This design comes from an exercise in tuning for small area and a short achievable clock period on the open sky130 flow, not from production work. Function was checked by simulation only, so behaviour that the tests miss may differ from the original. Power and IR drop assume default switching activity.

==> flow/design.v, too long to show whole: its modules and the start of the top module <==
// module mod3_1: 2333 lines
module mod3_1(
  input clk,
  input reset_n,
  input signed [22:0] a,
  input signed [22:0] b,
  input signed [16:0] c,
  output signed [39:0] y
);
  // ...
==> flow/flow/run.sh <==
#!/bin/bash
# Layout flow: the standard layout (standard.sh) with two changes:
#  1. synthesis runs Yosys's synth with -noabc, so the generic "abc -fast" pass does not
#     restructure the design's adder cells before extract_fa; everything else in the
#     synthesis script (synth_recipe.tcl and ORFS synth.tcl) is unchanged.
#  2. the port buffers that place inserts are sky130_fd_sc_hd__buf_1 (buffer_ports
#     -buffer_cell) instead of the cell buffer_ports picks by default.
set -euo pipefail
work=$PWD
sed 's/synth -nofsm -noshare {\*}\$args/synth -nofsm -noshare -noabc {*}$args/' \
  synth_recipe.tcl > flow_synth.tcl
grep -q -- '-noabc' flow_synth.tcl
bash standard.sh "SYNTH_SCRIPT=$work/flow_synth.tcl" \
  "BUFFER_PORTS_ARGS=-buffer_cell ${PORT_BUF:-sky130_fd_sc_hd__buf_1}" finish \
  > flow_make.log 2>&1
==> flow/standard.sh <==
#!/bin/bash
# synth_recipe.tcl (not shown) runs the flow's synth.tcl, then flattens the netlist and writes it again
# the make line also repeats each setting of config.mk as NAME=value (left out here)
make -C /OpenROAD-flow-scripts/flow DESIGN_CONFIG=/design/flow/config.mk WORK_HOME=/design/flow/orfs CLKGATE_MAP_FILE= SYNTH_SCRIPT=/design/flow/synth_recipe.tcl "${@:-finish}"
==> flow/config.mk <==
export PLATFORM = sky130hd
export DESIGN_NAME = mod3_1
export DESIGN_NICKNAME = mod3_1
export VERILOG_FILES = /design/flow/design.v
export SDC_FILE = /design/flow/constraint.sdc
export NUM_CORES = 4
export LEC_CHECK = 0
export ABC_AREA = 1
export CAP_MARGIN = 20
export CORE_MARGIN = 2
export CORE_UTILIZATION = 65
export CTS_BUF_LIST = sky130_fd_sc_hd__clkbuf_8
export SLEW_MARGIN = 70
==> flow/constraint.sdc <==
create_clock -name core_clock -period 7.0 [get_ports {clk}]
set_input_delay 1.4000 -clock core_clock [delete_from_list [all_inputs] [get_ports {clk}]]
set_output_delay 1.4000 -clock core_clock [all_outputs]
set_load 0.01 [all_outputs]
==> impl_summary.txt, run 1 <==
----------------------------------------------------
[Route]
  Routed wire length ... 34,400 um
  Number of DRC violations after detailed-routing iteration 0 ... 1,009
  Routed via count divided by cell count ... 5.77

[Logic synthesis]
  Cell with the most instances after synthesis ... sky130_fd_sc_hd__xor2_1
  Post-Syn Instances ... 1,603
  Most frequently used flop master after synthesis ... sky130_fd_sc_hd__dfxtp_1
  Most common library cells after synthesis ... sky130_fd_sc_hd__xor2_1, sky130_fd_sc_hd__o22ai_1, sky130_fd_sc_hd__fa_1
  Sequential fraction of the synthesis area ... 20.3%
  Basic-gate share of the synthesized area counting and, or, nand and nor cells ... 10.7%
  Post-Syn Area ... 0.0143 mm^2

[CTS]
  Insertion delay of the later-clocked pin in the worst-skew pair ... 0.47 ns
  H-Tree Level Count ... 4
  Number of sinks on the clock net ... 145

[Setup path]
  Highest-delay cell along the critical path ... sky130_fd_sc_hd__dfxtp_1
  Setup slack of the most critical reg-to-reg path ... 3.42 ns
  Crit path cell chain ... nand2_2 > inv_1 > nand2_1 > nand2_1 > nand2_1 > nand2_1 > a21oi_1 > nand3_1 > nand2_1 > nand2_1 > nor2_1 > buf_1
  Library cell appearing most often on the critical path ... sky130_fd_sc_hd__nand2_1
  Crit start category ... register
  Crit Reg-Reg Startpoint ... d2n[18]$_DFF_P_
  CP max FO ... 5
  Crit path capture type ... primary output

[Floorplan]
  Horizontal die dimension ... 152 um
  Number of tapcells ... 280
  Die Area ... 0.0232 mm^2

[Layout]
  Comb_multi_in ... 1,169
  Antenna diode count ... 0
  Nets ... 1,957
  Register name with the most flops ... h0

[Global route]
  Antenna violations before repair ... 0
  Wire length of the first global-routing pass ... 56,800 um
  Maximum number of pins on one net before global-route repair ... 27

[Outcome]
  Run status ... finished clean

[Min path]
  Hold crit path type ... register to register
  Worst Min Path Start ... d1n[6]$_DFF_P_

[Pwr]
  Power density of the placed cells ... 547 mW/mm^2
  Pwr top ... combinational logic
  Proportion of power drawn by combinational gates ... 71.1%
  Sw frac ... 49.1%
  Power Sequential ... 1.72 mW
  Share of total power in sequential cells ... 20.8%

[Timing]
  Clock Skew ... 0.0227 ns
  Maximum clock frequency ... 275 MHz

[Placement]
  Count of buffers from port buffering ... 104

----------------------------------------------------
==> run 2: changes to the inputs <==
--- a/flow/config.mk
+++ b/flow/config.mk
@@ -10,4 +10,5 @@
 export CORE_MARGIN = 2
 export CORE_UTILIZATION = 65
 export CTS_BUF_LIST = sky130_fd_sc_hd__clkbuf_8
+export SETUP_SLACK_MARGIN = 3.6
 export SLEW_MARGIN = 70
==> run 2 against run 1 <==
  * Design area up 6.5%
  * Wire length rose by 7.4%
  * Sequential share of layout area down 0.57 points
  * Global-route usage is 0.55 points higher
  * Fmax is 7.6% higher
  * Register-to-register slack improved by 0.20 ns
  * Highest routed layer unchanged
  * Via count increased by 4.2%
==> impl_summary.txt, run 2 <==
----------------------------------------------------
[Global route]
  Maximum number of pins on one net before global-route repair ... 27 (unchanged)
  Aggregate global routing overflow ... 0
  Antenna violations before repair ... 0 (unchanged)
  Vias in the first global route ... 11,464
  GRT Overall Usage ... 31.0%
  Wire length of the first global-routing pass ... 57,500 um (+1.2%)

[Layout]
  Register name with the most flops ... h0
  Top Registers ... h0 (28), h1 (27)
  Layout overhead on the synthesized area ... 13.4%
  Antenna diode count ... 0 (unchanged)
  Nets ... 2,009 (+2.7%)
  Flip-flop count of the largest register after layout ... 28
  Post-Layout Inst Area ... 0.0162 mm^2
  Most common cell after layout, fill and taps aside ... sky130_fd_sc_hd__xor2_1
  Commonest cells after routing, fill and taps aside ... sky130_fd_sc_hd__xor2_1, sky130_fd_sc_hd__o22ai_1, sky130_fd_sc_hd__fa_1
  Core utilization of the finished layout ... 74.6%
  Fraction of layout instances using a drive strength above 1 ... 19.1%

[Min path]
  Worst hold path stage count ... 0
  Worst Min Path Start ... d1n[14]$_DFF_P_
  Hold-critical path endpoint ... d2n[14]$_DFF_P_
  Hold crit path type ... register to register

[Timing]
  Final worst-path cycle share ... 48.3%
  Worst relative slew slack ... 73.8%
  Worst hold slack after final layout ... 0.323 ns
  Clock Skew ... 0.0226 ns (-0.000141 ns)
  Unrepaired setup endpoints after global routing ... yes
  Setup violators final ... 0
  Least setup slack across all paths after layout ... 3.62 ns
  Fin Setup TNS ... 0 ns
  Maximum clock frequency ... 296 MHz (+7.6%)
  Min Tclk post-route ... 3.38 ns
  Transition time at the pin with the least slew margin ... 0.393 ns
  Final Hold Vio Count ... 0
  Max-slew violation total from the final report ... 0

[Floorplan]
  Core area ... 0.0217 mm^2
  Number of rows in the core area ... 54
  Ports placed on the boundary ... 105
  Die Area ... 0.0232 mm^2 (unchanged)
  Y dimension of the die ... 152 um
  Effective utilization at floorplan ... 65.8%
  Horizontal die dimension ... 152 um (unchanged)

[Placement]
  Global placement routability congestion ... 0.926
  Post-place setup slack ... 3.27 ns
  Placed instance area ... 0.0147 mm^2
  Post-DP HPWL ... 25,700 um
  Count of buffers from port buffering ... 104 (unchanged)

[Logic synthesis]
  Leading post-synthesis cells by cell area ... sky130_fd_sc_hd__fa_1, sky130_fd_sc_hd__dfxtp_1, sky130_fd_sc_hd__xor2_1
  Net count after synthesis ... 1,944
  Average footprint of a synthesized cell ... 8.91 um^2
  Syn. warnings ... 1
  EDFF count, synth ... 0
  Cell with the most instances after synthesis ... sky130_fd_sc_hd__xor2_1
  Share of flip-flops with an asynchronous set or reset after synthesis ... 0%
  Sequential fraction of the synthesis area ... 20.3% (unchanged)
  Most frequently used flop master after synthesis ... sky130_fd_sc_hd__dfxtp_1
  Post-Syn Instances ... 1,603 (unchanged)
  Yosys top cell by area ... sky130_fd_sc_hd__fa_1
  Synthesis-stage register bit count ... 145
  Unique masters post-synth ... 41
  Most common library cells after synthesis ... sky130_fd_sc_hd__xor2_1, sky130_fd_sc_hd__o22ai_1, sky130_fd_sc_hd__fa_1
  Post-synth top area share ... 24.7%
  Post-Syn Area ... 0.0143 mm^2 (unchanged)

[Setup path]
  Setup slack of the most critical reg-to-reg path ... 3.62 ns (+0.20 ns)
  Crit path capture type ... register
  Type of the worst setup path ... register to register
  Largest incremental delay on the critical path ... 0.57 ns
  Crit start category ... register
  Crit Reg-Reg Startpoint ... d2n[14]$_DFF_P_
  CP required ... 7.35 ns
  CP max FO ... 6 (+1)
  Endpoint of the worst-slack reg-to-reg timing path ... h0[16]$_DFF_P_
  Highest-delay cell along the critical path ... sky130_fd_sc_hd__fa_1
  Endpoint arrival time on the critical path ... 3.73 ns
  Worst R2R Path Depth ... 8
  CP delay by family, top ... adder cells
  WP buf/inv ... 1
  Crit path cell chain ... buf_2 > o22ai_1 > xor2_1 > fa_1 > fa_1 > fa_1 > fa_2 > ha_1
  Library cell appearing most often on the critical path ... sky130_fd_sc_hd__fa_1

[Pwr]
  Worst vdd ir ... 0.312 mV
  Leakage power of the design ... 7.38 nW
  Power density of the placed cells ... 542 mW/mm^2 (-0.74%)

[CTS]
  Number of sinks on the clock net ... 145 (unchanged)
  H-Tree Level Count ... 4 (unchanged)
  Clock slew at the register clock pins of the worst setup and hold paths ... 0.10 ns
  Hold buffers post-CTS ... 0
  Number of buffers inserted during clock tree synthesis ... 17
  Insertion delay of the later-clocked pin in the worst-skew pair ... 0.47 ns (about the same)
  Max Buffers Root-to-Sink ... 2
  Clock root buffer master ... sky130_fd_sc_hd__clkbuf_8
  TritonCTS clock tree ... done

[Route]
  DRC violation count after routing ... 0
  Number of antenna-violating nets in the routed design ... 0
  Number of DRC violations after detailed-routing iteration 0 ... 1,189 (+18%)
  Routed wire length ... 36,900 um (+7.4%)
  Detailed-routing iteration count for the pre-antenna-repair pass ... 6
  Wire length per cell ... 18.8 um
  Routed via count divided by cell count ... 5.85 (+1.5%)
  Number of vias after detailed routing ... 11,481

[Outcome]
  Run status ... finished clean

[Job]
  Number of max-cap violations ... 0

----------------------------------------------------
[run 2: how the worst max path moves through the flow]
stage,start,endpoint,slack (ns),cells past startpoint
detailed placement,a[0],d1n[19]$_DFF_P_,3.27,14
global route,d2n[20]$_DFF_P_,h0[14]$_DFF_P_,3.49,10
CTS,h0[23]$_DFF_P_,y[38],3.53,9
finish,d2n[14]$_DFF_P_,h0[16]$_DFF_P_,3.62,8
floorplan,a[0],d1n[19]$_DFF_P_,3.60,13
global placement,onen_q[1]$_DFF_P_,h0[14]$_DFF_P_,3.18,8
[run 2: through the flow]
| step | total power, mW | cells |
|---|---|---|
| final | 8.78 | 1961 |
| after global routing | 9.93 | 1961 |
| after CTS | 8.36 | 1913 |
| after detailed placement | 7.59 | 1877 |
| after global placement | 7.28 | 1877 |
| after floorplan | 5.94 | 1603 |
[run 2: report_power, final]
part / internal [mW] / total (mW) / switching, mW
clock: 0.275 / 0.673 / 0.398
combinational: 2.89 / 6.35 / 3.47
sequential: 1.34 / 1.75 / 0.411
[run 2: layer usage]
| layer | track usage (%) | part of all wire [%] |
|---|---|---|
| met1 | 42.5 | 41 |
| met2 | 47.8 | 44 |
| met3 | 7.62 | 11 |
| met4 | 11.7 | 3.6 |
| met5 | 0 | 0 |
[run 2: what timing repair did]
| action | 4_1_cts | 5_1_grt |
|---|---|---|
| buffers inserted | 4 | 48 |
| pin swaps | 0 | 36 |
| hold endpoints to repair | 0 | 0 |
| endpoints found under the setup margin | 41 | 41 |
| resized for setup | 36 | 174 |
[run 2: logic make-up (layout without fill, tap and decap cells)]
| group | Yosys count | in the layout | synth area share, % |
|---|---|---|---|
| DFF | 145 | 145 | 20.3 |
| buffers and inverters | 289 | 367 | 7.88 |
| AOI/OAI and AO/OA | 289 | 289 | 12.3 |
| and+or+nand+nor | 356 | 356 | 10.7 |
| adders and majority gates | 276 | 276 | 33.4 |
| muxes | 2 | 2 | 0.158 |
| xor gates and xnor gates | 246 | 246 | 15.1 |
[run 2: area by class of cell]
| class | count | area [um^2] |
|---|---|---|
| Fill cell | 1670 | 5500 |
| Tap cell | 280 | 350 |
| Inverter | 169 | 636 |
| Clock inverter | 15 | 181 |
| Timing Repair Buffer | 166 | 1010 |
| Sequential cell | 145 | 3120 |
| Clock buffer | 17 | 234 |
| Multi-Input combinational cell | 1169 | 10700 |
==> run 3: changes to the inputs <==
--- a/flow/config.mk
+++ b/flow/config.mk
@@ -10,5 +10,5 @@
 export CORE_MARGIN = 2
 export CORE_UTILIZATION = 65
 export CTS_BUF_LIST = sky130_fd_sc_hd__clkbuf_8
-export SETUP_SLACK_MARGIN = 3.6
-export SLEW_MARGIN = 70
+export SETUP_SLACK_MARGIN = 3.4
+export SLEW_MARGIN = 20
==> run 3 against run 2 <==
  * Combinational power down 6.3%
  * Global-route usage down 0.60 points
  * Sequential power about the same
  * Sequential share of layout area up 0.70 points
  * Cell count down 2.7%
  * Wire length down 6.9%
  * Worst setup slack worse by 0.13 ns
  * Worst hold slack worse by 0.0026 ns
  * Utilization down 4.6 points
  * Critical path depth unchanged
  * Largest power group unchanged
==> impl_summary.txt, run 3 <==
----------------------------------------------------
[Logic synthesis]
  Most frequently used flop master after synthesis ... sky130_fd_sc_hd__dfxtp_1
  Post-Syn Area ... 0.0143 mm^2 (unchanged)
  Sequential fraction of the synthesis area ... 20.3% (unchanged)
  EDFF count, synth ... 0 (unchanged)
  Post-Syn Instances ... 1,603 (unchanged)
  Synthesis-stage register bit count ... 145 (unchanged)
  Syn. warnings ... 1 (unchanged)
  Share of flip-flops with an asynchronous set or reset after synthesis ... 0% (unchanged)
  Leading post-synthesis cells by cell area ... sky130_fd_sc_hd__fa_1, sky130_fd_sc_hd__dfxtp_1, sky130_fd_sc_hd__xor2_1
  Post-synth top area share ... 24.7% (unchanged)
  Unique masters post-synth ... 41 (unchanged)
  Most common library cells after synthesis ... sky130_fd_sc_hd__xor2_1, sky130_fd_sc_hd__o22ai_1, sky130_fd_sc_hd__fa_1
  Yosys top cell by area ... sky130_fd_sc_hd__fa_1
  Average footprint of a synthesized cell ... 8.91 um^2 (unchanged)
  Net count after synthesis ... 1,944 (unchanged)
  Cell with the most instances after synthesis ... sky130_fd_sc_hd__xor2_1

[Layout]
  Most common cell after layout, fill and taps aside ... sky130_fd_sc_hd__xor2_1
  Flip-flop count of the largest register after layout ... 28 (unchanged)
  Layout overhead on the synthesized area ... 6.35%
  Top Registers ... h0 (28), h1 (27)
  Commonest cells after routing, fill and taps aside ... sky130_fd_sc_hd__xor2_1, sky130_fd_sc_hd__o22ai_1, sky130_fd_sc_hd__fa_1
  Core utilization of the finished layout ... 70.0% (-4.6 points)
  Nets ... 1,956 (-2.6%)
  Fraction of layout instances using a drive strength above 1 ... 9.95% (-9.1 points)
  Antenna diode count ... 0 (unchanged)
  Fillers ... 1,760 (+5.4%)
  Register name with the most flops ... h0

[Floorplan]
  Die Area ... 0.0232 mm^2 (unchanged)
  Core area ... 0.0217 mm^2 (unchanged)
  Effective utilization at floorplan ... 65.8% (unchanged)
  Number of rows in the core area ... 54 (unchanged)
  Y dimension of the die ... 152 um (unchanged)
  Horizontal die dimension ... 152 um (unchanged)
  Ports placed on the boundary ... 105 (unchanged)

[CTS]
  Insertion delay of the later-clocked pin in the worst-skew pair ... 0.47 ns (about the same)
  H-Tree Level Count ... 4 (unchanged)
  Number of buffers inserted during clock tree synthesis ... 17 (unchanged)
  Clock root buffer master ... sky130_fd_sc_hd__clkbuf_8
  Max Buffers Root-to-Sink ... 2 (unchanged)
  Clock slew at the register clock pins of the worst setup and hold paths ... 0.11 ns (about the same)
  TritonCTS clock tree ... done
  Number of sinks on the clock net ... 145 (unchanged)

[Setup path]
  Largest incremental delay on the critical path ... 0.63 ns (+0.06 ns)
  CP max FO ... 17 (+11)
  CP required ... 7.34 ns (about the same)
  Crit path cell chain ... o22ai_1 > xor2_1 > ha_1 > fa_1 > fa_1 > fa_1 > fa_1 > ha_1
  Crit path capture type ... register
  Type of the worst setup path ... register to register
  Highest-delay cell along the critical path ... sky130_fd_sc_hd__dfxtp_2
  Crit start category ... register
  Library cell appearing most often on the critical path ... sky130_fd_sc_hd__fa_1
  Endpoint arrival time on the critical path ... 3.85 ns (+0.12 ns)

[Pwr]
  Leakage power of the design ... 6.92 nW (-6.3%)
  Int Pwr ... 4.25 mW (-5.5%)
  Total net switching power ... 4.11 mW (-3.8%)
  Share of total power in sequential cells ... 20.8% (+0.8 points)
  Clock network fraction of design power ... 8.1% (+0.4 points)
  Proportion of power drawn by combinational gates ... 71.1% (-1.3 points)
  Sw frac ... 49.1% (+0.45 points)
  Power density of the placed cells ... 551 mW/mm^2 (+1.6%)
  Worst vdd ir ... 0.320 mV (+2.4%)

[Global route]
  Vias in the first global route ... 11,155 (-2.7%)
  Antenna violations before repair ... 0 (unchanged)
  Wire length of the first global-routing pass ... 56,600 um (-1.6%)
  GRT Overall Usage ... 30.4% (-0.60 points)
  Maximum number of pins on one net before global-route repair ... 27 (unchanged)
  Aggregate global routing overflow ... 0 (unchanged)

[Timing]
  Fin Setup TNS ... 0 ns (unchanged)
  Maximum clock frequency ... 285 MHz (-3.6%)
  Worst relative slew slack ... 60.2% (-14 points)
  Transition time at the pin with the least slew margin ... 0.597 ns (+0.204 ns)
  Max-slew violation total from the final report ... 0 (unchanged)
  Final Hold Vio Count ... 0 (unchanged)
  Unrepaired setup endpoints after global routing ... yes
  Setup violators final ... 0 (unchanged)
  Clock Skew ... 0.0259 ns (+0.00337 ns)
  Final worst-path cycle share ... 50.1% (+1.8 points)
  Min Tclk post-route ... 3.51 ns (+0.128 ns)

[Route]
  Routed wire length ... 34,400 um (-6.9%)
  Number of vias after detailed routing ... 11,045 (-3.8%)
  Number of DRC violations after detailed-routing iteration 0 ... 1,013 (-15%)
  DRC violation count after routing ... 0 (unchanged)
  Routed via count divided by cell count ... 5.79 (-1.1%)
  Number of antenna-violating nets in the routed design ... 0 (unchanged)
  Detailed-routing iteration count for the pre-antenna-repair pass ... 5 (-1)
  Wire length per cell ... 18.0 um (-4.3%)

[Placement]
  Global placement routability congestion ... 0.882 (-4.7%)
  Count of buffers from port buffering ... 104 (unchanged)
  Post-DP HPWL ... 25,600 um (-0.27%)

[Outcome]
  Run status ... finished clean

[Min path]
  Hold crit path type ... register to register

[Job]
  Number of max-cap violations ... 0 (unchanged)

----------------------------------------------------
==> run 3: cell types whose count changed in the layout (fill, tap and decap cells not counted), sizes merged <==
cell	previous run	this run
buf	158	112
clkbuf	25	18
clkinvlp	0	2
inv	176	174
==> run 3: cell type report <==
class	count	area, um^2	share of cell area, %
Multi-Input combinational cell	1169	10300	67.7
Clock inverter	15	186	1.23
Tap cell	280	350	2.31
Timing Repair Buffer	113	467	3.07
Inverter	169	636	4.19
Clock buffer	17	234	1.54
Sequential cell	145	3030	20.0
==> run 3: final timing paths <==
kind / depth (start not counted) / from / slack, ns / endpoint
setup / recovery: 8 / d2n[15]$_DFF_P_ / 3.49 / h0[6]$_DFF_P_
hold / removal: 0 / d1n[19]$_DFF_P_ / 0.32 / d2n[19]$_DFF_P_
setup reg to reg: 8 / d2n[15]$_DFF_P_ / 3.49 / h0[6]$_DFF_P_
hold reg to reg: 0 / d1n[19]$_DFF_P_ / 0.32 / d2n[19]$_DFF_P_
==> run 3: cells by family after synthesis <==
| logic type | Yosys count | share of synthesized area, % |
|---|---|---|
| adders and majority gates | 276 | 33.4 |
| AOI/OAI and AO/OA | 289 | 12.3 |
| buffers and inverters | 289 | 7.88 |
| muxes | 2 | 0.158 |
| DFF | 145 | 20.3 |
| and+or+nand+nor | 356 | 10.7 |
| xor gates and xnor gates | 246 | 15.1 |
==> run 3: power groups by stage <==
stage / Combinational, mW / Clock (mW) / Sequential, mW
after CTS: 5.99 / 0.698 / 1.71
after floorplan: 4.50 / 0 / 1.43
after global routing: 6.95 / 0.733 / 1.77
after global placement: 5.53 / 0 / 1.72
final: 5.95 / 0.679 / 1.74
after detailed placement: 5.92 / 0 / 1.72
==> run 3: what timing repair did <==
item,4_1_cts,5_1_grt
buffers inserted,0,0
pin swaps,0,2
hold buffers,0,0
setup endpoints to repair,60,32
resized for setup,39,50
==> run 3: worst max-delay path: cells and delay by family, from the launching register on <==
family | cells | cell delay (ns)
AOI/OAI and AO/OA | 1 | 0.19
xor gates and xnor gates | 1 | 0.17
adders and majority gates | 6 | 2.40
DFF | 1 | 0.63
==> run 3: routing by layer <==
| metal | up-vias | wire length, um | track usage, % |
|---|---|---|---|
| met1 | 5244 | 15200 | 42.5 |
| met4 | 0 | 755 | 10.4 |
| met2 | 523 | 15300 | 47.2 |
| met3 | 64 | 3100 | 6.51 |
| met5 | - | 0 | 0 |
| li1 | 5214 | - | - |
==> run 3: stage by stage <==
step / std cells / hold slack, ns / cell area (um^2) / setup slack (ns) / power, mW
3_3_place_gp: 1876 / 0.310 / 14600 / 3.20 / 7.25
6_report: 1908 / 0.321 / 15200 / 3.49 / 8.37
3_5_place_dp: 1876 / 0.312 / 14600 / 3.14 / 7.64
5_1_grt: 1908 / 0.323 / 15200 / 3.39 / 9.46
2_1_floorplan: 1603 / 0.310 / 14300 / 3.45 / 5.93
4_1_cts: 1908 / 0.326 / 15100 / 3.41 / 8.39
==> run 4: changes to the inputs <==
--- a/flow/config.mk
+++ b/flow/config.mk
@@ -11,4 +11,4 @@
 export CORE_UTILIZATION = 65
 export CTS_BUF_LIST = sky130_fd_sc_hd__clkbuf_8
 export SETUP_SLACK_MARGIN = 3.4
-export SLEW_MARGIN = 20
+export SLEW_MARGIN = 40
==> run 4 against run 3 <==
  * Worst hold slack gained 0.00065 ns
  * Register-to-register slack is essentially flat
  * Sequential cell count is the same
  * Power grew 0.62%
  * Sequential power is essentially flat
  * First-iteration DRC count shrank 5.0%
  * Worst setup slack gained 0.011 ns
  * Critical path depth shrank 1
  * Utilization grew 0.058 points
  * Sequential share of layout area is essentially flat
  * Clock skew shrank 0.0028 ns
  * Critical endpoint is now h0[9]$_DFF_P_
  * Largest power group unchanged
==> impl_summary.txt, run 4 <==
----------------------------------------------------
[Layout]
  Post-Layout Inst Area ... 0.0152 mm^2 (about the same)
  Antenna diode count ... 0 (unchanged)
  Nets ... 1,957 (+0.051%)
  Fillers ... 1,766 (+0.34%)
  Flip-flop count of the largest register after layout ... 28 (unchanged)
  Commonest cells after routing, fill and taps aside ... sky130_fd_sc_hd__xor2_1, sky130_fd_sc_hd__o22ai_1, sky130_fd_sc_hd__fa_1
  Top Registers ... h0 (28), h1 (27)
  Register name with the most flops ... h0
  Most common cell after layout, fill and taps aside ... sky130_fd_sc_hd__xor2_1
  Layout overhead on the synthesized area ... 6.44% (about the same)
  Fraction of layout instances using a drive strength above 1 ... 10.2% (+0.24 points)

[Logic synthesis]
  Most common library cells after synthesis ... sky130_fd_sc_hd__xor2_1, sky130_fd_sc_hd__o22ai_1, sky130_fd_sc_hd__fa_1
  EDFF count, synth ... 0 (unchanged)
  Share of flip-flops with an asynchronous set or reset after synthesis ... 0% (unchanged)
  Post-Syn Instances ... 1,603 (unchanged)
  Leading post-synthesis cells by cell area ... sky130_fd_sc_hd__fa_1, sky130_fd_sc_hd__dfxtp_1, sky130_fd_sc_hd__xor2_1
  Yosys top cell by area ... sky130_fd_sc_hd__fa_1
  Cell with the most instances after synthesis ... sky130_fd_sc_hd__xor2_1
  Sequential fraction of the synthesis area ... 20.3% (unchanged)
  Syn. warnings ... 1 (unchanged)
  Synthesis-stage register bit count ... 145 (unchanged)
  Net count after synthesis ... 1,944 (unchanged)
  Post-Syn Area ... 0.0143 mm^2 (unchanged)
  Unique masters post-synth ... 41 (unchanged)
  Most frequently used flop master after synthesis ... sky130_fd_sc_hd__dfxtp_1
  Post-synth top area share ... 24.7% (unchanged)
  Average footprint of a synthesized cell ... 8.91 um^2 (unchanged)

[Setup path]
  Setup slack of the most critical reg-to-reg path ... 3.50 ns (about the same)
  Endpoint of the worst-slack reg-to-reg timing path ... h0[9]$_DFF_P_
  CP required ... 7.35 ns (about the same)
  Endpoint arrival time on the critical path ... 3.85 ns (about the same)
  Type of the worst setup path ... register to register
  Crit path capture type ... register
  CP max FO ... 25 (+8)
  Crit start category ... register
  Crit Reg-Reg Startpoint ... onen_q[6]$_DFF_P_
  Worst R2R Path Depth ... 7 (-1)

[Timing]
  Final worst-path cycle share ... 50.0% (-0.16 points)
  Max-slew violation total from the final report ... 0 (unchanged)
  Maximum clock frequency ... 286 MHz (+0.32%)
  Min Tclk post-route ... 3.50 ns (-0.0112 ns)
  Fin Setup TNS ... 0 ns (unchanged)
  Clock Skew ... 0.0231 ns (-0.00283 ns)
  Final Hold Vio Count ... 0 (unchanged)
  Unrepaired setup endpoints after global routing ... no
  Worst relative slew slack ... 57.1% (-3.1 points)
  Setup violators final ... 0 (unchanged)
  Transition time at the pin with the least slew margin ... 0.644 ns (+0.0469 ns)

[Global route]
  GRT Overall Usage ... 30.7% (+0.34 points)
  Wire length of the first global-routing pass ... 57,200 um (+1.0%)
  Global routing met2 resource utilization ... 47.9% (+0.64 points)
  GRT busiest layer ... met2
  Aggregate global routing overflow ... 0 (unchanged)
  Fraction of met1 tracks used by global routing ... 43.1% (+0.60 points)
  Met3 Usage GRT ... 6.71% (+0.20 points)
  Antenna violations before repair ... 0 (unchanged)
  Maximum number of pins on one net before global-route repair ... 27 (unchanged)
  Vias in the first global route ... 11,294 (+1.2%)

[Floorplan]
  Core area ... 0.0217 mm^2 (unchanged)
  Y dimension of the die ... 152 um (unchanged)
  Number of rows in the core area ... 54 (unchanged)
  Die Area ... 0.0232 mm^2 (unchanged)
  Effective utilization at floorplan ... 65.8% (unchanged)
  Ports placed on the boundary ... 105 (unchanged)
  Horizontal die dimension ... 152 um (unchanged)

[Min path]
  Hold crit path type ... register to register
  Hold-critical path endpoint ... d2n[17]$_DFF_P_
  Worst hold path stage count ... 0 (unchanged)
  Worst Min Path Start ... d1n[17]$_DFF_P_

[Pwr]
  Worst vdd ir ... 0.340 mV (+6.3%)
  Leakage power of the design ... 6.92 nW (about the same)
  Power density of the placed cells ... 554 mW/mm^2 (+0.53%)

[Job]
  Number of max-cap violations ... 0 (unchanged)

[Route]
  Number of antenna-violating nets in the routed design ... 0 (unchanged)
  Routed wire length ... 34,700 um (+1.0%)
  Wire length per cell ... 18.2 um (+0.97%)
  Routed via count divided by cell count ... 5.80 (+0.16%)
  Number of vias after detailed routing ... 11,069 (+0.22%)
  Number of DRC violations after detailed-routing iteration 0 ... 962 (-5.0%)
  DRC violation count after routing ... 0 (unchanged)
  Detailed-routing iteration count for the pre-antenna-repair pass ... 5 (unchanged)

[CTS]
  H-Tree Level Count ... 4 (unchanged)
  Clock slew at the register clock pins of the worst setup and hold paths ... 0.11 ns (about the same)
  Max Buffers Root-to-Sink ... 2 (unchanged)
  Clock root buffer master ... sky130_fd_sc_hd__clkbuf_8
  TritonCTS clock tree ... done
  Number of buffers inserted during clock tree synthesis ... 17 (unchanged)
  Number of sinks on the clock net ... 145 (unchanged)
  Insertion delay of the later-clocked pin in the worst-skew pair ... 0.48 ns (about the same)

[Placement]
  Post-DP HPWL ... 25,600 um (about the same)
  Placed instance area ... 0.0146 mm^2 (about the same)
  Global placement routability congestion ... 0.882 (unchanged)
  Count of buffers from port buffering ... 104 (unchanged)

[Outcome]
  Run status ... finished clean

----------------------------------------------------
==> run 4: per-stage QoR <==
step | cells | util (%) | hold WS, ns | setup WS (ns) | power (mW)
finish | 1909 | 70.1 | 0.321 | 3.50 | 8.42
global route | 1909 | 70.1 | 0.327 | 3.40 | 9.51
CTS | 1908 | 69.5 | 0.322 | 3.41 | 8.41
detailed placement | 1876 | 67.3 | 0.312 | 3.14 | 7.63
global placement | 1876 | 67.3 | 0.310 | 3.20 | 7.25
floorplan | 1603 | - | 0.310 | 3.45 | 5.93
==> run 4: cells by family (layout without fill, tap and decap cells) <==
logic type      after synthesis  count (layout)  share of synthesized area [%]
simple gates                356             356                           10.7
compound gates              289             289                           12.3
buf+inv                     289             315                           7.88
fa+ha+maj                   276             276                           33.4
xor+xnor                    246             246                           15.1
flops                       145             145                           20.3
mux                           2               2                          0.158
==> run 4: per-layer routing <==
layer | vias up | share of wire (%) | routed length [um]
met4 | 0 | 1.9 | 657
met1 | 5261 | 44 | 15300
met3 | 58 | 9.2 | 3200
met5 | - | 0 | 0
met2 | 540 | 45 | 15600
li1 | 5210 | - | -
==> run 4: worst max path at each step <==
stage,to,start
4_1_cts,h0[6]$_DFF_P_,d2n[10]$_DFF_P_
5_1_grt,y[38],h0[13]$_DFF_P_
3_3_place_gp,h0[14]$_DFF_P_,onen_q[2]$_DFF_P_
3_5_place_dp,h0[10]$_DFF_P_,twon_q[1]$_DFF_P_
6_report,h0[9]$_DFF_P_,onen_q[6]$_DFF_P_
2_1_floorplan,h0[7]$_DFF_P_,d2n[16]$_DFF_P_
==> run 4: report_power, final <==
group          switching [mW]  internal, mW  total [mW]
Sequential              0.428          1.31        1.74
Combinational            3.31          2.68        5.99
Clock                   0.410         0.275       0.685
Total                    4.15          4.27        8.42
==> run 4: final cells by class <==
class / instances / area (um^2) / share of cell area (%)
sequential: 145 / 3030 / 19.9
clock buffer: 17 / 234 / 1.54
clock inverter: 15 / 186 / 1.23
multi-input combinational: 1169 / 10300 / 67.7
timing repair buffer: 114 / 474 / 3.12
tap: 280 / 350 / 2.31
inverter: 169 / 636 / 4.18
==> run 4: what timing repair did <==
item	4_1_cts	5_1_grt
hold buffers	0	0
resized for setup	29	52
setup buffers	0	1
gates cloned	0	0
endpoints found under the setup margin	56	40
pin swaps	0	3
==> run 4: worst max-delay path, cell delays in order, from the launching register on <==
cell and delay (ns):
sky130_fd_sc_hd__dfxtp_2 0.76, sky130_fd_sc_hd__o22ai_1 0.17, sky130_fd_sc_hd__xor2_1 0.19, sky130_fd_sc_hd__fa_1 0.56
sky130_fd_sc_hd__fa_1 0.44, sky130_fd_sc_hd__fa_1 0.54, sky130_fd_sc_hd__fa_1 0.42, sky130_fd_sc_hd__ha_1 0.28
==> run 5: changes to the inputs <==
--- a/flow/config.mk
+++ b/flow/config.mk
@@ -11,4 +11,4 @@
 export CORE_UTILIZATION = 65
 export CTS_BUF_LIST = sky130_fd_sc_hd__clkbuf_8
 export SETUP_SLACK_MARGIN = 3.4
-export SLEW_MARGIN = 40
+export SLEW_MARGIN = 70
==> run 5 against run 4 <==
  * Cell count is essentially flat
  * Clock power shrank 2%
  * Register-to-register slack improved by 0.03 ns
  * Via count about the same
  * Sequential share of layout area rose by 0.071 points
  * Clock skew down 0.00071 ns
  * Combinational power down 1%
  * Sequential cell count stayed put
  * Synthesized cell count unchanged
  * Largest cell class unchanged
  * Critical path depth increased by 2
==> impl_summary.txt, run 5 <==
----------------------------------------------------
[Global route]
  Met3 Usage GRT ... 7.54% (+0.82 points)
  GRT busiest layer ... met2
  Global routing met2 resource utilization ... 47.0% (-0.88 points)
  Aggregate global routing overflow ... 0 (unchanged)
  Vias in the first global route ... 11,077 (-1.9%)
  Maximum number of pins on one net before global-route repair ... 27 (unchanged)
  Wire length of the first global-routing pass ... 56,900 um (-0.58%)
  Fraction of met1 tracks used by global routing ... 42.5% (-0.66 points)
  GRT Overall Usage ... 30.4% (-0.26 points)
  Antenna violations before repair ... 0 (unchanged)

[Setup path]
  Highest-delay cell along the critical path ... sky130_fd_sc_hd__fa_1
  CP required ... 7.35 ns (about the same)
  Library cell appearing most often on the critical path ... sky130_fd_sc_hd__fa_1
  Endpoint arrival time on the critical path ... 3.81 ns (-0.04 ns)
  WP buf/inv ... 3 (+3)
  CP max FO ... 24 (-4.0%)
  Type of the worst setup path ... register to register
  CP delay by family, top ... adder cells
  Largest incremental delay on the critical path ... 0.56 ns (-0.20 ns)
  Crit start category ... register
  Crit path cell chain ... buf_6 > inv_1 > xor2_1 > fa_1 > inv_1 > fa_1 > fa_1 > fa_1 > ha_1
  Crit path capture type ... register

[Layout]
  Most common cell after layout, fill and taps aside ... sky130_fd_sc_hd__xor2_1
  Fraction of layout instances using a drive strength above 1 ... 10.6% (+0.42 points)
  Register name with the most flops ... h0
  Antenna diode count ... 0 (unchanged)
  Top Registers ... h0 (28), h1 (27)
  Flip-flop count of the largest register after layout ... 28 (unchanged)
  Commonest cells after routing, fill and taps aside ... sky130_fd_sc_hd__xor2_1, sky130_fd_sc_hd__o22ai_1, sky130_fd_sc_hd__fa_1
  Nets ... 1,958 (+0.051%)
  Layout overhead on the synthesized area ... 7.12%

[Route]
  Number of vias after detailed routing ... 11,077 (+0.072%)
  Routed via count divided by cell count ... 5.80 (about the same)
  Number of DRC violations after detailed-routing iteration 0 ... 1,049 (+9.0%)
  Routed wire length ... 34,700 um (-0.14%)
  Wire length per cell ... 18.2 um (-0.19%)
  Detailed-routing iteration count for the pre-antenna-repair pass ... 7 (+2)
  DRC violation count after routing ... 0 (unchanged)
  Number of antenna-violating nets in the routed design ... 0 (unchanged)

[Timing]
  Clock Skew ... 0.0224 ns (-0.000710 ns)
  Max-slew violation total from the final report ... 0 (unchanged)
  Worst relative slew slack ... 70.8% (+14 points)
  Min Tclk post-route ... 3.46 ns (-0.0341 ns)
  Maximum clock frequency ... 289 MHz (+0.99%)
  Final Hold Vio Count ... 0 (unchanged)
  Final worst-path cycle share ... 49.5% (-0.49 points)
  Transition time at the pin with the least slew margin ... 0.438 ns (-0.206 ns)
  Least setup slack across all paths after layout ... 3.54 ns (+0.0341 ns)
  Setup violators final ... 0 (unchanged)
  Fin Setup TNS ... 0 ns (unchanged)
  Unrepaired setup endpoints after global routing ... yes

[Floorplan]
  Die Area ... 0.0232 mm^2 (unchanged)
  Y dimension of the die ... 152 um (unchanged)
  Number of rows in the core area ... 54 (unchanged)
  Effective utilization at floorplan ... 65.8% (unchanged)
  Horizontal die dimension ... 152 um (unchanged)
  Core area ... 0.0217 mm^2 (unchanged)
  Ports placed on the boundary ... 105 (unchanged)

[Logic synthesis]
  Unique masters post-synth ... 41 (unchanged)
  Cell with the most instances after synthesis ... sky130_fd_sc_hd__xor2_1
  EDFF count, synth ... 0 (unchanged)
  Share of flip-flops with an asynchronous set or reset after synthesis ... 0% (unchanged)
  Leading post-synthesis cells by cell area ... sky130_fd_sc_hd__fa_1, sky130_fd_sc_hd__dfxtp_1, sky130_fd_sc_hd__xor2_1
  Sequential fraction of the synthesis area ... 20.3% (unchanged)
  Net count after synthesis ... 1,944 (unchanged)
  Post-synth top area share ... 24.7% (unchanged)
  Synthesis-stage register bit count ... 145 (unchanged)
  Post-Syn Instances ... 1,603 (unchanged)
  Yosys top cell by area ... sky130_fd_sc_hd__fa_1
  Most common library cells after synthesis ... sky130_fd_sc_hd__xor2_1, sky130_fd_sc_hd__o22ai_1, sky130_fd_sc_hd__fa_1
  Average footprint of a synthesized cell ... 8.91 um^2 (unchanged)
  Most frequently used flop master after synthesis ... sky130_fd_sc_hd__dfxtp_1
  Post-Syn Area ... 0.0143 mm^2 (unchanged)
  Syn. warnings ... 1 (unchanged)

[CTS]
  Insertion delay of the later-clocked pin in the worst-skew pair ... 0.47 ns (about the same)
  Max Buffers Root-to-Sink ... 2 (unchanged)
  Clock slew at the register clock pins of the worst setup and hold paths ... 0.11 ns (about the same)
  Number of sinks on the clock net ... 145 (unchanged)
  Clock root buffer master ... sky130_fd_sc_hd__clkbuf_8
  TritonCTS clock tree ... done
  Number of buffers inserted during clock tree synthesis ... 17 (unchanged)
  H-Tree Level Count ... 4 (unchanged)

[Min path]
  Hold crit path type ... register to register

[Pwr]
  Power density of the placed cells ... 547 mW/mm^2 (-1.3%)
  Leakage power of the design ... 6.95 nW (+0.43%)
  Worst vdd ir ... 0.334 mV (-1.8%)

[Placement]
  Post-place setup slack ... 3.24 ns (+0.0969 ns)
  Global placement routability congestion ... 0.882 (unchanged)
  Count of buffers from port buffering ... 104 (unchanged)
  Post-DP HPWL ... 25,600 um (about the same)

[Job]
  Number of max-cap violations ... 0 (unchanged)

[Outcome]
  Run status ... finished clean

----------------------------------------------------
## run 5: cell counts after synthesis
No cell type changed its count.
## run 5: repair_timing
item	4_1_cts	5_1_grt
pin swaps	0	2
hold buffers	0	0
resized for setup	2	36
endpoints found under the setup margin	1	24
setup buffers	0	1
## run 5: worst paths after layout
kind,startpoint,endpoint,slack (ns),cells after the start
setup reg to reg,neg_q[4]$_DFF_P_,h0[17]$_DFF_P_,3.54,9
hold reg to reg,d1n[6]$_DFF_P_,d2n[6]$_DFF_P_,0.32,0
hold / removal,d1n[6]$_DFF_P_,d2n[6]$_DFF_P_,0.32,0
setup / recovery,neg_q[4]$_DFF_P_,h0[17]$_DFF_P_,3.54,9
## run 5: area by class of cell
type | count | area [um^2]
fillers | 1746 | 6400
well taps | 280 | 350
repair buffers | 115 | 520
multi-input cells | 1169 | 10300
clock inverters | 15 | 186
inverters | 169 | 636
flip-flops and latches | 145 | 3060
clock buffers | 17 | 234
## run 5: routing by layer
metal / up-vias / share of wire [%]
met5: - / 0
met4: 0 / 2.2
met3: 67 / 9.5
met2: 527 / 44
met1: 5266 / 44
li1: 5217 / -
## run 5: through the flow
step	cells	hold slack (ns)	power, mW	util [%]	cell area [um^2]
2_1_floorplan	1603	0.310	5.93	-	14300
3_3_place_gp	1876	0.310	7.25	67.3	14600
3_5_place_dp	1877	0.312	7.61	67.8	14700
4_1_cts	1909	0.322	8.35	69.8	15100
5_1_grt	1910	0.329	9.45	70.5	15300
6_report	1910	0.321	8.36	70.5	15300
## run 5: report_power, final
| group | internal [mW] | switching, mW | leakage (nW) |
|---|---|---|---|
| sequential | 1.32 | 0.433 | 1.23 |
| clock | 0.275 | 0.399 | 0.203 |
| combinational | 2.66 | 3.27 | 5.52 |
| total | 4.25 | 4.11 | 6.95 |
## run 5: kinds of logic after synthesis
| kind of cell | share of synthesized area, % |
|---|---|
| adders and majority gates | 33.4 |
| buffers and inverters | 7.88 |
| xor gates and xnor gates | 15.1 |
| muxes | 0.158 |
| and+or+nand+nor | 10.7 |
| AOI/OAI and AO/OA | 12.3 |
| DFF | 20.3 |

==> port drivers added, routing unchanged <==
No port has a modelled driver above. Below, the same layouts with a new extraction and two added sets of constraints.
Step 1 assumes that a clkbuf_16 drives the clock port and a buf_2 every other input.
Step 2 times the ports against the registers' clock, not the clock port: input delays grow and output delays shrink by t, the midpoint of the rising clock arrivals with the driver on.
Three values: ideal, step 1, step 2; two values: the first two.
run	shift t [ns]	setup slack, ns	slew at the worst register clock pin (ns)	worst slew at a driven data input, ns
run 1	0.507	3.362 / 3.316 / 3.285	0.11 / 0.11	0.07
run 2	0.508	3.619 / 3.614 / 3.325	0.11 / 0.11	0.04
run 3	0.504	3.491 / 3.491 / 3.275	0.12 / 0.12	0.07
run 4	0.512	3.502 / 3.502 / 3.277	0.11 / 0.11	0.06
run 5	0.505	3.536 / 3.536 / 3.282	0.11 / 0.11	0.07
After both steps every run listed still meets setup and hold. The setup slack of run 2, which loses most, moves by -0.005 ns with the drivers and by -0.294 ns with both steps.
